Source: an optimization exercise on an open RTL-to-GDS flow (aim: small area). Production flows keep margins and buffers that such runs may drop. The RTL was checked by simulation tests, not by an equivalence proof against the original design.

// interpolator_raw
module  interpolator_raw #
(
    parameter D_width = 6
)
(
    input clk,rst,
    input clk_en,
    input din_valid,
    input din_last,
    input [D_width-1:0]dx,dy,
    input [7:0] lu,ru,ld,rd,
    output dout_valid,
    output dout_last,
    output [7:0] p
);
wire [5:0] dx_n = ~dx;
wire xap1;
mxn u_xap1 (.s(dx[0]), .sn(dx_n[0]), .l(lu[0]), .r(ru[0]), .y(xap1));
wire xap2;
mxn u_xap2 (.s(dx[0]), .sn(dx_n[0]), .l(lu[1]), .r(ru[1]), .y(xap2));
wire xap3;
mxn u_xap3 (.s(dx[0]), .sn(dx_n[0]), .l(lu[2]), .r(ru[2]), .y(xap3));
wire xap4;
mxn u_xap4 (.s(dx[0]), .sn(dx_n[0]), .l(lu[3]), .r(ru[3]), .y(xap4));
wire xap5;
mxn u_xap5 (.s(dx[0]), .sn(dx_n[0]), .l(lu[4]), .r(ru[4]), .y(xap5));
wire xap6;
mxn u_xap6 (.s(dx[0]), .sn(dx_n[0]), .l(lu[5]), .r(ru[5]), .y(xap6));
wire xap7;
mxn u_xap7 (.s(dx[0]), .sn(dx_n[0]), .l(lu[6]), .r(ru[6]), .y(xap7));
wire xap8;
mxn u_xap8 (.s(dx[0]), .sn(dx_n[0]), .l(lu[7]), .r(ru[7]), .y(xap8));
wire xap9;
mxn u_xap9 (.s(dx[1]), .sn(dx_n[1]), .l(lu[0]), .r(ru[0]), .y(xap9));
wire xap10;
mxn u_xap10 (.s(dx[1]), .sn(dx_n[1]), .l(lu[1]), .r(ru[1]), .y(xap10));
  ...
Size in the first run: roughly 510 cells after synthesis, about 66 flip-flops, roughly 59 I/O pins, ~6400 µm² of cells after synthesis.
clock: 5.0 ns
lec_check: 0
cap_margin: 20
core_margin: 2
core_utilization: 65
gpl_timing_driven: 0
place_density: 0.75
slew_margin: 20
synth_hierarchical: 1
synth_minimum_keep_size: 0
standard.sh (not shown) runs the stock make flow with config.mk's settings and CLKGATE_MAP_FILE= SYNTH_SCRIPT=/design/flow/synth_recipe.tcl, a recipe that flattens the netlist after the stock synthesis.
==> flow/flow/run.sh <==
#!/bin/bash
# The standard layout (the standard.sh: ORFS synthesis to final layout),
# with two changes:
#  - each port gets a sky130_fd_sc_hd__buf_1 buffer instead of the larger
#    delay cell buffer_ports picks by default;
#  - clock tree synthesis adds no dummy loads.
# All of make's output goes to standard.log in this folder; ORFS writes each
# tool's own log under orfs/logs/.
set -euo pipefail
bash standard.sh \
  "BUFFER_PORTS_ARGS=-buffer_cell sky130_fd_sc_hd__buf_1" \
  "CTS_ARGS=-sink_clustering_enable -repair_clock_nets -dont_use_dummy_load" \
  finish > standard.log 2>&1
Rerun with:
--- a/flow/flow/run.sh
+++ b/flow/flow/run.sh
@@ -5,3 +5,4 @@
 #    delay cell buffer_ports picks by default;
-#  - clock tree synthesis adds no dummy loads.
+#  - clock tree synthesis builds its tree from clkbuf_4 and adds no dummy
+#    loads.
 # All of make's output goes to standard.log in this folder; ORFS writes each
@@ -11,3 +12,3 @@
   "BUFFER_PORTS_ARGS=-buffer_cell sky130_fd_sc_hd__buf_1" \
-  "CTS_ARGS=-sink_clustering_enable -repair_clock_nets -dont_use_dummy_load" \
+  "CTS_ARGS=-sink_clustering_enable -repair_clock_nets -dont_use_dummy_load -root_buf sky130_fd_sc_hd__clkbuf_4 -buf_list sky130_fd_sc_hd__clkbuf_4" \
   finish > standard.log 2>&1
Settings changed: GPL_ROUTABILITY_DRIVEN from default to 0.
Cell area shrinks by a few percent.
Routed wire length shrinks by a few percent.
Cell count shrinks slightly.
Global-route usage shrinks by 1.1 points.
Non-clock buffer count shrinks by 10.
Synthesized area does not change.
Utilization shrinks by 1.8 points.
Count of clock-buffer cells in the layout does not change.
Clock skew grows by 18 ps.
Rerun with:
==> flow/flow/run.sh (replaced) <==
#!/bin/bash
# The standard layout (the standard.sh: ORFS synthesis to final layout),
# with two changes:
#  - each port gets a sky130_fd_sc_hd__buf_1 buffer instead of the larger
#    delay cell buffer_ports picks by default;
#  - clock tree synthesis adds no dummy loads.
# All of make's output goes to standard.log in this folder; ORFS writes each
# tool's own log under orfs/logs/.
set -euo pipefail
bash standard.sh \
  "BUFFER_PORTS_ARGS=-buffer_cell sky130_fd_sc_hd__buf_1" \
  "CTS_ARGS=-sink_clustering_enable -repair_clock_nets -dont_use_dummy_load" \
  finish > standard.log 2>&1
Settings changed: GPL_ROUTABILITY_DRIVEN 0 to default, PLACE_DENSITY 0.75 to default.
- clock skew shrinks by 11 ps
- die area stays the same
- cell area grows by a few percent
- worst hold slack is about the same
- utilization grows by 2.4 points

## separate check: timing with driven ports
The flow's constraints put no driver on any port. The routed layouts listed below were extracted and timed again, unchanged, in two steps.
Step 1: set_driving_cell puts a clkbuf_16 on clk and a buf_2 on each other input, an assumption about the parent block.
Step 2 moves the port delays by t, midway between the first and last clock arrival at a register: inputs arrive t later, outputs are due t later. That takes back most of the time a late clock gives input paths.
a / b / c = no drivers / after step 1 / after step 2; a / b = the first two.
| run | t, ns | setup WS [ns] | worst data-port slew with drivers (ns) | cell pins on the clock port's net |
|---|---|---|---|---|
| the first run | 0.367 | 0.078 / 0.088 / -0.279 | 0.04 | 1 |
| the second run | 0.426 | 0.155 / 0.161 / -0.266 | 0.03 | 1 |
| the third run | 0.355 | 0.124 / 0.132 / -0.223 | 0.04 | 1 |
Met with ideal ports but missed after step 2: setup timing in every run listed. The setup slack of the second run, which loses most, moves by +0.006 ns with the drivers and by -0.421 ns with both steps.
